This design comes from an exercise in tuning for small area on the open sky130 flow, not from production work.
Only simulation tests tie the RTL to the original design; equivalence was not proved.
No activity file was given, so power comes from the tool's default toggle rates.

===== flow/run.sh =====
#!/bin/bash
# synth_recipe.tcl (not shown) runs the flow's synth.tcl, then flattens the netlist and writes it again
# the make line also repeats each setting of config.mk as NAME=value (left out here)
make -C /OpenROAD-flow-scripts/flow DESIGN_CONFIG=/design/flow/config.mk WORK_HOME=/design/flow/orfs CLKGATE_MAP_FILE= SYNTH_SCRIPT=/design/flow/synth_recipe.tcl finish

===== flow/config.mk =====
export PLATFORM = sky130hd
export DESIGN_NAME = MIPS_core
export DESIGN_NICKNAME = MIPS_core
export VERILOG_FILES = /design/flow/design.v
export SDC_FILE = /design/flow/constraint.sdc
export NUM_CORES = 4
export LEC_CHECK = 0
export CAP_MARGIN = 20
export CORE_MARGIN = 2
export CORE_UTILIZATION = 40
export SLEW_MARGIN = 20

===== flow/constraint.sdc =====
create_clock -name core_clock -period 9.5 [get_ports {clk}]
set_input_delay 1.9000 -clock core_clock [delete_from_list [all_inputs] [get_ports {clk}]]
set_output_delay 1.9000 -clock core_clock [all_outputs]
set_load 0.01 [all_outputs]

===== flow/design.v =====
package mips_pkg;
parameter ADDRESS_32_W = 32;
parameter DATA_32_W = ADDRESS_32_W;
parameter INSTR_32_W  = 32;
parameter REG_ADDR_W = 5;
parameter INSTR_OPCODE_W = 6;
parameter FUNCT3_W = 3;
parameter FUNCT7_W = 7;
parameter U_IMM_W = 25;
parameter PC_CNT_ADDR_WIDTH = 1024 ;
parameter PC_CNT_ADDR_SIZE = $clog2(PC_CNT_ADDR_WIDTH);
parameter GPIO_BYTE = 8;
parameter CLK_DIV_NAT = 4; 
parameter CLK_DIV = $clog2(CLK_DIV_NAT) ;  
parameter STACK_UPPER   = 32'h7fffeffc;
parameter TEXT_LOWER    = 32'h00400000;
parameter DATA_LOWER    = 32'h10010000;
parameter MMIO_LOWER    = 32'hffff0000;
typedef logic [REG_ADDR_W - 1:0] t_register_addr; 
typedef logic [ADDRESS_32_W - 1:0] t_pc_addr;
typedef struct packed {
    logic [6:0] funct7;
    logic [2:0] funct3;
    logic [6:0] opcode;
} t_current_operation;
parameter INST_OPCODE_MSB       = 6;
parameter INST_RD_LSB           = INST_OPCODE_MSB + 1;                   
parameter INST_RD_MSB           = INST_RD_LSB + REG_ADDR_W - 1;          
parameter INST_FUNCT3_LSB       = INST_RD_MSB + 1;                       
parameter INST_FUNCT3_MSB       = INST_FUNCT3_LSB + FUNCT3_W - 1;        
parameter INST_RS1_LSB          = INST_FUNCT3_MSB + 1;                   
parameter INST_RS1_MSB          = INST_RS1_LSB + REG_ADDR_W - 1;         
parameter INST_RS2_LSB          = INST_RS1_MSB + 1;                      
parameter INST_RS2_MSB          = INST_RS2_LSB + REG_ADDR_W - 1;         
parameter INST_FUNCT7_LSB       = INST_RS2_MSB + 1;                      
parameter INST_FUNCT7_MSB       = INST_FUNCT7_LSB + FUNCT7_W - 1;             
typedef enum logic [3:0] {
    ALU_ADD,     
    ALU_SUB,     
    ALU_SLL,     
    ALU_SLT,     
    ALU_ABS,     
    ALU_XOR,     
    ALU_SRL,     
    ALU_SRA,     
    ALU_OR,      
    ALU_AND      
} t_alu_opcode;
	parameter ZERO        = 6'b0;
	parameter ADD 		= 6'b100000;
	parameter AND 		= 6'b100100;
	parameter MULT        = 6'b011000;
	parameter MULTU       = 6'b011001;
	parameter OR          = 6'b100101;
	parameter SLT	        = 6'b101010;
	parameter SUB	        = 6'b100010;
	parameter XOR         = 6'b100110;
	parameter ADDI		= 6'b001000;
	parameter ADDIU		= 6'b001001;
	parameter BEQ 		= 6'b000100;
	parameter LW          = 6'b100011;
	parameter SW          = 6'b101011;
	parameter JUMP		= 6'b000010;
	parameter ABS         = 6'b100001;
typedef enum logic [INSTR_OPCODE_W-1:0] {
    NEM_ZERO        = 6'b0,
    NEM_ADD 		= 6'b100000,
    NEM_AND 		= 6'b100100,
    NEM_MULT        = 6'b011000,
    NEM_MULTU       = 6'b011001,
    NEM_OR          = 6'b100101,
    NEM_SLT	        = 6'b101010,
    NEM_SUB	        = 6'b100010,
    NEM_XOR         = 6'b100110,
    NEM_ADDI		= 6'b001000,
    NEM_ADDIU		= 6'b001001,
    NEM_BEQ 		= 6'b000100,
    NEM_LW          = 6'b100011,
    NEM_SW          = 6'b101011,
    NEM_JUMP		= 6'b000010,
    NEM_ABS         = 6'b100001
} t_instr_pnmen;
typedef enum {
    OP_ADD, 
    OP_SUB, 
    OP_XOR, 
    OP_OR, 
    OP_AND, 
    OP_SLL, 
    OP_SRL, 
    OP_SRA, 
    OP_SLT, 
    OP_SLTU,
    OP_ADDI, 
    OP_XORI, 
    OP_ORI, 
    OP_ANDI, 
    OP_SLLI, 
    OP_SRLI, 
    OP_SRAI, 
    OP_SLTI,
    OP_SLTIU, 
    OP_LB, 
    OP_LH, 
    OP_LW, 
    OP_LBU, 
    OP_LHU, 
    OP_JALR, 
    OP_ECALL, 
    OP_EBREAK,
    OP_SB, 
    OP_SH, 
    OP_SW,
    OP_BEQ, 
    OP_BNE, 
    OP_BLT, 
    OP_BGE, 
    OP_BLTU, 
    OP_BGEU,
    OP_JAL,
    OP_LUI, 
    OP_AUIPC,
    OP_NA
} t_instr_nmemonic;
typedef enum logic[REG_ADDR_W-1:0] { 
    ZZERO    = 5'd0,
    RA      = 5'd1,
    SP      = 5'd2,
    GP      = 5'd3,
    TP      = 5'd4,
    T0      = 5'd5,
    T1      = 5'd6,
    T2      = 5'd7,
    S0      = 5'd8,
    S1      = 5'd9,
    A0      = 5'd10,
    A1      = 5'd11,
    A2      = 5'd12,
    A3      = 5'd13,
    A4      = 5'd14,
    A5      = 5'd15,
    A6      = 5'd16,
    A7      = 5'd17,
    S2      = 5'd18,
    S3      = 5'd19,
    S4      = 5'd20,
    S5      = 5'd21,
    S6      = 5'd22,
    S7      = 5'd23,
    S8      = 5'd24,
    S9      = 5'd25,
    S10     = 5'd26,
    S11     = 5'd27,
    T3      = 5'd28,
    T4      = 5'd29,
    T5      = 5'd30,
    T6      = 5'd31
} t_instr_register;
parameter DATA_MAPPING_STACK_DIV = 32 / 2;
parameter MEM_MAP_STACK_UPPER_LIMIT = STACK_UPPER;                                      
parameter MEM_MAP_STACK_LOWER_LIMIT = MEM_MAP_STACK_UPPER_LIMIT - DATA_MAPPING_STACK_DIV;        
parameter MEM_MAP_DATA_LOWER_LIMIT = DATA_LOWER;
parameter MEM_MAP_DATA_UPPER_LIMIT = MEM_MAP_DATA_LOWER_LIMIT + DATA_MAPPING_STACK_DIV - 1;     
parameter MEM_MAP_TEXT_LOWER_LIMIT = TEXT_LOWER;
parameter MEM_MAP_TEXT_UPPER_LIMIT = MEM_MAP_TEXT_LOWER_LIMIT + 1024;
parameter MEM_MAP_MMIO_UPPER_LIMIT = MMIO_LOWER + 64;
parameter MEM_MAP_MMIO_LOWER_LIMIT = MMIO_LOWER;
endpackage
import mips_pkg::*;
module ALU (
    input logic [DATA_32_W - 1:0] alu_src_a,
    input logic [DATA_32_W - 1:0] alu_src_b,
    input mips_pkg::t_alu_opcode alu_ctrl,
    input logic alu_signed,
    output logic [DATA_32_W - 1:0] alu_result,
    output logic alu_zero,
    output logic alu_slt
);
always_comb begin
    case (alu_ctrl)
        ALU_ADD                     : begin
            alu_result = alu_src_a + alu_src_b;
        end
        ALU_SUB                     : begin
            alu_result = alu_src_a - alu_src_b;
        end
        ALU_SLL              : begin
            alu_result = alu_src_a << alu_src_b;
        end
        ALU_SLT           : begin          
            if (alu_signed) begin
                if ($signed(alu_src_a) < $signed(alu_src_b)) begin
                    alu_result  = 'h1;
                end
                else begin
                    alu_result  = 'h0;
                end
            end
            else begin 
                if (alu_src_a < alu_src_b) begin
                    alu_result  = 'h1;
                end
                else begin
                    alu_result  = 'h0;
                end                
            end
        end
        ALU_XOR                     : begin
            alu_result = alu_src_a ^ alu_src_b;
        end
        ALU_SRL                     : begin
            alu_result = alu_src_a  >> alu_src_b;
        end
        ALU_SRA                     : begin
            alu_result = alu_src_a  >>> alu_src_b;
        end
        ALU_OR                      : begin
            alu_result = alu_src_a | alu_src_b;
        end
        ALU_AND                     : begin
            alu_result = alu_src_a & alu_src_b;
        end 
		ALU_ABS						: begin  
			alu_result = (alu_src_a[31] == 1'b1) ?
							~alu_src_a +1 :
							alu_src_a;
		end
        default                     : begin
            alu_result = 'hDEADBEEF;
        end
    endcase
end
always_comb begin
    if (alu_signed) alu_slt = ($signed(alu_src_a) < $signed(alu_src_b)) ? 1'b1 : 1'b0;
    else            alu_slt = (alu_src_a < alu_src_b)? 1'b1 : 1'b0;
end
assign alu_zero = ~(|alu_result);
endmodule
import mips_pkg::*;
module control (
	input logic [5:0] instruction31_26,
	input logic [5:0] instruction5_0,
	output mips_pkg::t_alu_opcode alu_control,
	output logic RegDst,
	output logic Branch,
	output logic MemRead,
	output logic MemToReg,
	output logic MemWrite,
	output logic ALUSrc,
	output logic RegWrite,
	output logic Jump);
mips_pkg::t_instr_pnmen instr_pnem;
	always_comb begin
	Jump		= 0;
	RegDst		= 0;
	RegWrite	= 0;
	ALUSrc		= 0;
	alu_control	= ALU_ADD;
	MemWrite	= 0;
	MemRead		= 0;
	MemToReg	= 0;
	Branch		= 0;
	instr_pnem = NEM_ZERO;
		case(instruction31_26)
			ZERO: begin
				case(instruction5_0)
					ADD: begin
						RegDst		= 1;
						RegWrite	= 1;
						ALUSrc		= 0;
						alu_control	= ALU_ADD;
						MemWrite	= 0;
						MemRead		= 0;
						MemToReg	= 0;
						Branch		= 0;
						instr_pnem = NEM_ADD;
					end
					AND: begin
						RegDst		= 1;
						RegWrite		= 1;
						ALUSrc		= 0;
						alu_control	= ALU_AND;
						MemWrite		= 0;
						MemRead		= 0;
						MemToReg		= 0;
						Branch		= 0;
						instr_pnem = NEM_AND;
					end
					OR: begin
						RegDst		= 1;
						RegWrite		= 1;
						ALUSrc		= 0;
						alu_control	= ALU_OR;
						MemWrite		= 0;
						MemRead		= 0;
						MemToReg		= 0;
						Branch		= 0;
						instr_pnem = NEM_OR;
					end
					SLT: begin
						RegDst		= 1;
						RegWrite		= 1;
						ALUSrc		= 0;
						alu_control	= ALU_SLT;
						MemWrite		= 0;
						MemRead		= 0;
						MemToReg		= 0;
						Branch		= 0;
						instr_pnem = NEM_SLT;
					end
					SUB: begin
						RegDst		= 1;
						RegWrite		= 1;
						ALUSrc		= 0;
						alu_control	= ALU_SUB;
						MemWrite		= 0;
						MemRead		= 0;
						MemToReg		= 0;
						Branch		= 0;
						instr_pnem = NEM_SUB;
					end
					XOR: begin
						RegDst		= 1;
						RegWrite		= 1;
						ALUSrc		= 0;
						alu_control	= ALU_XOR;
						MemWrite		= 0;
						MemRead		= 0;
						MemToReg		= 0;
						Branch		= 0;
						instr_pnem = NEM_XOR;
					end
					ZERO: begin
						RegDst		= 0;
						RegWrite		= 0;
						ALUSrc		= 0;
						alu_control	= ALU_ADD;
						MemWrite		= 0;
						MemRead		= 0;
						MemToReg		= 0;
						Branch		= 0;
						instr_pnem = NEM_ZERO;
					end
				endcase
			end
			ADDI: begin
				RegDst		= 0;
				RegWrite		= 1;
				ALUSrc		= 1;
				alu_control	= ALU_ADD;
				MemWrite		= 0;
				MemRead		= 0;
				MemToReg		= 0;
				Branch		= 0;
				instr_pnem = NEM_ADDI;
			end
			ADDIU: begin
				RegDst		= 0;
				RegWrite		= 1;
				ALUSrc		= 1;
				alu_control	= ALU_ADD;
				MemWrite		= 0;
				MemRead		= 0;
				MemToReg		= 0;
				Branch		= 0;
				instr_pnem = NEM_ADDIU;
			end
			BEQ: begin
				RegDst		= 1'b0;
				RegWrite		= 0;
				ALUSrc		= 0;
				alu_control	= ALU_SUB;
				MemWrite		= 0;
				MemRead		= 0;
				MemToReg		= 1'b0;
				Branch		= 1;
				instr_pnem = NEM_BEQ;
			end
			LW: begin
				RegDst		= 0;
				RegWrite		= 1;
				ALUSrc		= 1;
				alu_control	= ALU_ADD;
				MemWrite		= 0;
				MemRead		= 1;
				MemToReg		= 1;
				Branch		= 0;
				instr_pnem = NEM_LW;
			end
			SW: begin
				RegDst		= 1'b0;
				RegWrite		= 0;
				ALUSrc		= 1;
				alu_control	= ALU_ADD;
				MemWrite		= 1;
				MemRead		= 0;
				MemToReg		= 1'b0;
				Branch		= 0;
				instr_pnem = NEM_SW;
			end
			JUMP: begin
				RegDst		= 0;
				RegWrite		= 0;
				ALUSrc		= 0;
				alu_control	= ALU_ADD;
				MemWrite		= 0;
				MemRead		= 0;
				MemToReg		= 0;
				Branch		= 0;
				Jump			= 1;
				instr_pnem = NEM_JUMP;
			end
			ABS: begin
				RegDst		= 0;
				RegWrite		= 1;
				ALUSrc		= 0;
				alu_control	= ALU_ABS;
				MemWrite		= 0;
				MemRead		= 0;
				MemToReg		= 0;
				Branch		= 0;
				instr_pnem = NEM_ABS;
			end
		endcase
	end
endmodule
module RegBank(
	input clk,
	input rst,
	input [4:0] ReadReg1,
	input [4:0] ReadReg2,
	input [4:0] WriteReg,
	input RegWrite,
	input [31:0] WriteData,
	input done,
	output logic [31:0] ReadData1,
	output logic [31:0] ReadData2);
	logic [31:0] regs [31:0];
		assign ReadData1 = regs[ReadReg1];
		assign ReadData2 = regs[ReadReg2];
	always_ff @ (posedge clk ) begin
		if (rst) begin
		 	for(int j = 0; j<32; j= j +1) begin
				regs[j] <= 0;
			end	
		end
		else if(RegWrite) begin
			regs[WriteReg] <= WriteData;
		end
	end
endmodule
import mips_pkg::*;
module DataMemory #(
    parameter DATA_MEM_DEPTH = 16
)(
    input logic clk,
    input logic rst,
    input [$clog2(DATA_MEM_DEPTH) + 1:0] Address,      
    input logic MemWrite,               
    input logic [DATA_32_W - 1:0] WriteData,
    output logic [DATA_32_W - 1:0] ReadData
);
parameter DATA_BYTES = DATA_32_W/8;
logic [DATA_MEM_DEPTH - 1:0][DATA_32_W - 1:0] data_mem;
logic [DATA_MEM_DEPTH - 1:0][DATA_32_W - 1:0] data_mem_ff;
logic [$clog2(DATA_MEM_DEPTH) - 1:0] Address_allign;
logic error_addr;
assign Address_allign = Address >> 2;
assign error_addr = |(Address_allign % 4);
genvar depth;
generate
    for (depth = 0; depth < DATA_MEM_DEPTH; depth++) begin : g_data_mem 
        assign data_mem[depth] = (MemWrite & (depth == Address_allign))? WriteData : data_mem_ff[depth];
	always_ff @(posedge clk)					
		begin																
          if (rst) data_mem_ff[depth] <= '0 ;										
			else data_mem_ff[depth] <= data_mem[depth] ;												
		end  
    end
endgenerate
assign ReadData = (Address_allign < DATA_MEM_DEPTH) ? data_mem_ff[Address_allign] : 'b0;
endmodule
module pc (
	input [9:0] pcIn,
	input rst,
	input clk,
	output logic [9:0] pcOut);
	always_ff @(posedge clk) begin
		if (rst)
			pcOut <= 0;
		else
			pcOut <= pcIn;
	end
endmodule
module incrementer (
	input [9:0] instruction,
	output logic [9:0] instructionB);
	assign instructionB = instruction + 10'h4;
endmodule
module adderInstruction (
	input [9:0] instructionB,
	input [9:0] SignExtend,
	output logic [9:0] instructionC);
	assign instructionC = instructionB + SignExtend;
endmodule
module signExtend (
	input [15:0] in16,
	output logic [31:0] out32);
	logic [15:0] tmp16;
	assign tmp16 = (in16[15]==1)? 16'hffff : 16'h0000;
	assign out32 = {tmp16,in16};
endmodule
import mips_pkg::*;
module MIPS_core (
	input clk,
	input rst,
	output logic [9:0] imem_addr,		 
	input  logic [31:0] imem_data,		 
	output logic wb_valid,				 
	output logic [4:0] wb_reg,
	output logic [31:0] wb_data,
	output logic st_valid,				 
	output logic [4:0] st_addr,
	output logic [31:0] st_data);
	logic [9:0] MuxBranch;
	logic [9:0] pcOut;
	logic [9:0] instructionB;
	logic [9:0] instructionC;
	mips_pkg::t_alu_opcode alu_control;																	 
	logic RegDst;
	logic Branch;
	logic MemRead;
	logic MemToReg;
	logic MemWrite;
	logic ALUSrc;
	logic RegWrite;
	logic zero;																				 
	logic [31:0] muxALUSrc;																	 
	logic [31:0] signExt;																	 
	logic [4:0] muxWriteReg; 																 
	logic [31:0] muxMemToReg;																
	logic [31:0] AddressData;																 
	logic [31:0] ReadDataMem;																 
	logic [31:0] ReadData1;																	 
	logic [31:0] ReadData2;
	logic [31:0] Instruction;
	logic beq_valid;
	logic Jump;
	logic [9:0] muxJump;	
	logic [9:0] instructionJump;
	logic [31:0] signExt_shift;
	assign beq_valid = (Branch & zero)? 1 : 0;					 
	assign MuxBranch = (beq_valid)? instructionC :  instructionB;  
	assign muxJump = (Jump)? instructionJump : MuxBranch;	 
	pc programCounter(
		.clk(clk), 
		.rst(rst), 
		.pcIn(muxJump), 
		.pcOut(pcOut));
	incrementer incrementer(			
		.instruction(pcOut), 
		.instructionB(instructionB));
	adderInstruction adder(
		.instructionB(instructionB),	 
		.SignExtend(signExt_shift),			 
		.instructionC(instructionC));	 
	assign imem_addr = pcOut;
	assign Instruction = imem_data;
	control control(
		.instruction31_26(Instruction[31:26]), 
		.instruction5_0(Instruction[5:0]), 
		.alu_control(alu_control), 
		.RegDst(RegDst), 
		.Branch(Branch), 
		.MemRead(MemRead), 
		.MemToReg(MemToReg), 
		.MemWrite(MemWrite), 
		.ALUSrc(ALUSrc), 
		.RegWrite(RegWrite), 
		.Jump(Jump));
	assign muxWriteReg = (RegDst)? Instruction[15:11] : Instruction[20:16];
	RegBank RegBank(
		.clk(clk), 
		.rst(rst), 
		.ReadReg1(Instruction[25:21]), 
		.ReadReg2(Instruction[20:16]), 
		.WriteReg(muxWriteReg), 
		.RegWrite(RegWrite), 
		.WriteData(muxMemToReg), 
		.ReadData1(ReadData1), 
		.ReadData2(ReadData2)
	);
	signExtend signExtend(
		.in16(Instruction[15:0]), 
		.out32(signExt)
	);
	assign signExt_shift = {signExt[29:0], 2'h0};
	assign muxALUSrc = (ALUSrc)? signExt : ReadData2;
	ALU ALU(
		.alu_src_a(ReadData1), 
		.alu_src_b(muxALUSrc), 
		.alu_ctrl(alu_control), 
		.alu_signed(1'b1), 
		.alu_result(AddressData), 
		.alu_zero(zero)
	);
	assign instructionJump = {4'h0, Instruction[26:0],2'h0};
	assign muxMemToReg = (MemToReg)? ReadDataMem : AddressData;
	DataMemory #(
    .DATA_MEM_DEPTH(32)
	) DataMemory(
		.clk(clk), 
		.rst(rst), 
		.MemWrite(MemWrite), 
		.Address(AddressData[$clog2(32) + 1:0]), 
		.WriteData(ReadData2), 
		.ReadData(ReadDataMem)
	);
	always_ff @(posedge clk) begin
		if (rst) begin
			wb_valid <= 1'b0;
			wb_reg   <= '0;
			wb_data  <= '0;
			st_valid <= 1'b0;
			st_addr  <= '0;
			st_data  <= '0;
		end
		else begin
			wb_valid <= RegWrite;
			wb_reg   <= muxWriteReg;
			wb_data  <= muxMemToReg;
			st_valid <= MemWrite;
			st_addr  <= AddressData[$clog2(32) + 1:2];
			st_data  <= ReadData2;
		end
	end
endmodule

==> run notes <==
Route:
- The number of nets with antenna violations after detailed routing is 0.
- The detail-routed via count per cell is approximately 6.4.
- The total number of vias is ~88,000.
- The number of iterations in the first detailed-routing pass is 8.
- For this block, the initial DRC count from the detailed router was about 12,000.
- For this run, design rule violations remaining after detail routing come to 0.
- Summed over all layers, the routed wires come to roughly 430,000 microns.
- Dividing the detail-routed wire length by the instance count gives 31.0 microns.

Timing:
- Setup repair after global routing left no endpoint under its margin.
- The hold violation total from the final report is 0.
- Setup total negative slack on the finished layout was measured at 0 ns.
- In this run the tightest slew margin relative to its limit is 0.177.
- At the pin with the least slew margin, the transition time is 1.23 ns.
- Timing would allow up to ~120 MHz.
- The worst path needs roughly 8.6 ns of the cycle, external delays included.
- On the final layout, the worst clock skew is approximately 0.13 ns.
- The final-report max-slew violation count came to 0.
- The share of the clock period used by the worst path after layout is 0.901.
- The post-route worst setup slack is 0.941 ns.
- The number of setup violations in the final report is 0.

Pwr:
- For this design the ratio of total power to cell area is 217 nW/um^2.
- The maximum VDD drop is around 0.19 mV.
- The net load switching power is between 9 and 10 mW.
- Of the total power, the clock network draws 0.352.
- Cell internal power was estimated by the tool at 17.8 mW.
- In this run the static leakage power is 41.3 nW.
- The combinational power share is 0.277.
- The share of total power dissipated in sequential elements is 0.371.
- The switching power share of the total is 0.341.
- The total power is 26.9 mW.

Worst setup path:
- In this design, the stage delay of the slowest critical-path cell is 0.70 ns.
- In this run the worst path has a maximum fanout of 117.
- The critical path is of the in2reg type.
- The worst setup path is launched from a primary input.
- On the critical path, the stage with the largest delay is an instance of buf_8.
- STA classifies the critical path endpoint as a register.
- The worst register-to-register path has a setup slack of 2.59 ns.
- The top cell family by delay on the critical path is compound AO/OA/AOI/OAI gates.
- At the worst endpoint, the required time is 10.38 ns.
- The number of buffers and inverters on the critical path is 7.
- The endpoint arrival time on the critical path is 9.44 ns.

Synth:
- The number of unique standard cell types used by synthesis is between 100 and 150.
- The yosys synthesis warning count is 7.
- The cell count after synthesis is between 10,000 and 15,000.
- After synthesis, the most frequently instantiated cells are nor2_1, a211oi_1, dfxtp_1.
- A synthesized cell averages 10.5 sq um.
- In this run the cell area of the synthesized design comes to 109,000 sq um.
- In the post-synthesis netlist, the biggest area contributors are edfxtp_1, dfxtp_1, mux4_2.
- The share of the Yosys chip area taken by registers is 0.487.
- The commonest register cell after synthesis is dfxtp_1.
- In the synthesized netlist the async set-or-reset flop fraction comes to 0.
- The number of enable flip-flop cells after synthesis is just over 1,000.
- The biggest area contributor in the post-synthesis netlist is edfxtp_1.
- The fraction of post-synthesis cell area in the top cell type by area is 0.283.
- Yosys instantiated no cell more often than nor2_1.
- The synthesized design contains 2,132 register bits.

Layout:
- In the final layout, the share of cells above drive strength 1 is 0.163.
- Counting the fill cells in the layout gives 24,600.
- The final net count is 10,300.
- In the final layout, the registers with the most flip-flops are DataMemory.data_mem_ff (1024), RegBank.regs (1024).
- The synthesis-to-finish area growth is 14.3%.
- The number of cells in the finished layout apart from fillers is 13,900.
- The summed area of non-filler cells in the final layout is 124,000 sq um.

Placement:
- The port buffer count is around 120.
- The placer's final routability congestion estimate is between 0.9 and 1.
- The cell area after placement is 116,000 sq um.
- The placed wire-length estimate after detailed placement is 268,000 microns.
- The number of cells after detailed placement is 13,500.
- OpenSTA, run right after detailed placement, puts the worst setup slack at 0.146 ns.

Global route:
- The remaining global-route overflow is 0.
- The number of antenna violations at the first check in global routing was 26.
- The first-pass GRT wire length is 614,000 microns.
- The overall routing resource usage is 0.303.
- Entering global routing, the biggest net connects 200 pins.
- The number of global-route vias before repair came to roughly 85,000.

Clock network:
- Buffers added to address setup during post-CTS repair amount to 0.
- The clock tree synthesis step divided the H-tree into 4 levels.
- TritonCTS built the clock tree.
- The number of CTS-inserted buffers is between 200 and 250.
- The number of hold buffers added after CTS is 0.
- The insertion delay of the later-clocked pin in the worst-skew pair is 0.96 ns.
- The cell sitting at the root of the clock tree is a clkbuf_16.
- The clock net sink count is 2,132.
- The maximum clock path buffer count is 4.
- Post-CTS repair changed the size of 0 cells.
- The clock edge transition at the registers on the reported setup and hold paths is 0.06 ns.

Min path:
- In this run the worst hold path is classified as reg2reg.

Flow run:
- Across the run, the number of max-cap violations was 0.

Die:
- The initial utilization of the core area, before any placement, comes to 0.402.
- The height of the die is 526 microns.
- The core footprint is roughly 270,000 sq um.
- In this run the core area contains 191 standard-cell rows.
- The top-level I/O count is 120.
- The area of the die is 276,000 sq um.
- The floorplan die width is approximately 530 microns.

Run status:
- The flow ran to the end and the layout has no timing, DRC or antenna violations.
[cell type report]
cell class | instances | area, sq um | share of cell area
inverter | 129 | 484 | 0.00390
clock inverter | 115 | 1430 | 0.0115
multi-input combinational | 6974 | 51800 | 0.417
timing repair buffer | 665 | 6770 | 0.0544
tap | 3570 | 4470 | 0.0359
clock buffer | 305 | 6420 | 0.0516
antenna | 14 | 35.0 | 0.000282
sequential | 2132 | 52900 | 0.426
[cell usage in the layout, fill, tap and decap left out, types with 20 or more instances in the layout]
cell             instances
o21bai_1                20
clkbuf_8                23
nor2_1                1268
mux2i_1                215
mux2i_4                 32
a221oi_1                28
a22oi_1                131
clkbuf_16              237
mux4_2                 492
a21oi_1                305
nor3_1                 343
and2_1                 708
nand2_1                653
a22o_1                  22
nor2b_1                272
clkinv_2                41
inv_1                  118
nor4_2                  27
a31oi_1                143
a311oi_1               132
nand4_1                 29
a21o_1                  44
a211oi_1              1312
clkdlybuf4s50_1        106
clkbuf_1                45
bufinv_16               28
dfxtp_1               1108
edfxtp_1              1024
or2_2                   34
nand3_1                 71
nor2_4                  38
ha_1                   104
o21ai_0                100
xnor2_1                 35
buf_4                  435
buf_12                 116
[per-layer routing]
layer  up-vias  GRT usage  share of wire  wire, microns
li1      38000          -              -              -
met1     43500      0.372           0.37         158000
met2      5366      0.481           0.46         197000
met3      1438     0.0727           0.11          45600
met4         6      0.183          0.071          30600
met5         -          0        0.00010             45
[tightest hold or removal path, cell delays in order (launching register included)]
cell      delay [ns]
dfxtp_1         0.30
nor2_1          0.09
a211oi_1        0.05
[cell families after synthesis]
logic type / after synthesis / share of synthesized area
buffers and inverters: 1245 / 0.0484
XOR/XNOR: 40 / 0.00322
adder cells (fa/ha/maj): 107 / 0.0125
other: 1 / 0.0000345
AND/OR/NAND/NOR: 3608 / 0.159
multiplexers: 754 / 0.127
AO/OA/AOI/OAI: 2463 / 0.163
flip-flops: 2132 / 0.487
[final timing paths]
| kind | end | from | depth (start not counted) |
|---|---|---|---|
| hold reg to reg | DataMemory.data_mem_ff[960] | DataMemory.data_mem_ff[960] | 2 |
| hold / removal | DataMemory.data_mem_ff[960] | DataMemory.data_mem_ff[960] | 2 |
| setup reg to reg | wb_data[20] | RegBank.regs[12][1] | 27 |
| setup / recovery | wb_data[20] | imem_data[16] | 28 |
[power by group through the flow]
stage	clock, mW	combinational (mW)	sequential, mW
2_1_floorplan	0	4.08	10.1
3_3_place_gp	0	7.23	10.2
3_5_place_dp	0	7.26	10.2
4_1_cts	9.54	7.29	9.98
5_1_grt	9.88	7.77	9.99
6_report	9.49	7.46	9.98
[per-stage QoR]
stage,util,hold slack (ns)
2_1_floorplan,-,0.474
3_3_place_gp,0.430,0.481
5_1_grt,0.459,0.509
6_report,0.459,0.493
4_1_cts,0.459,0.495
3_5_place_dp,0.430,0.487

port drivers added, routing unchanged:
The results above use ideal ports. As a check the final layout listed here was re-extracted and re-timed, cells and wires unchanged.
Step 1: set_driving_cell puts a clkbuf_16 on clk and a buf_2 on each other input, an assumption about the parent block.
Step 2 adds t to the input delays and takes it off the output delays; t is the mean of the earliest and latest rising clock arrival at the registers after step 1. Input paths then give back, and output paths get back, about the clock's delay inside the block.
Slacks: ideal ports / drivers / drivers and shift; pairs: ideal ports / drivers.
t (ns): 0.996
setup WS [ns]: 0.941 / 1.002 / 0.006
slew at the worst register clock pin (ns): 0.08 / 0.08
cell pins on the clock port's net: 1
After both steps this run still meets setup and hold. The setup slack of this run moves by +0.061 ns with the drivers and by -0.935 ns with both steps.
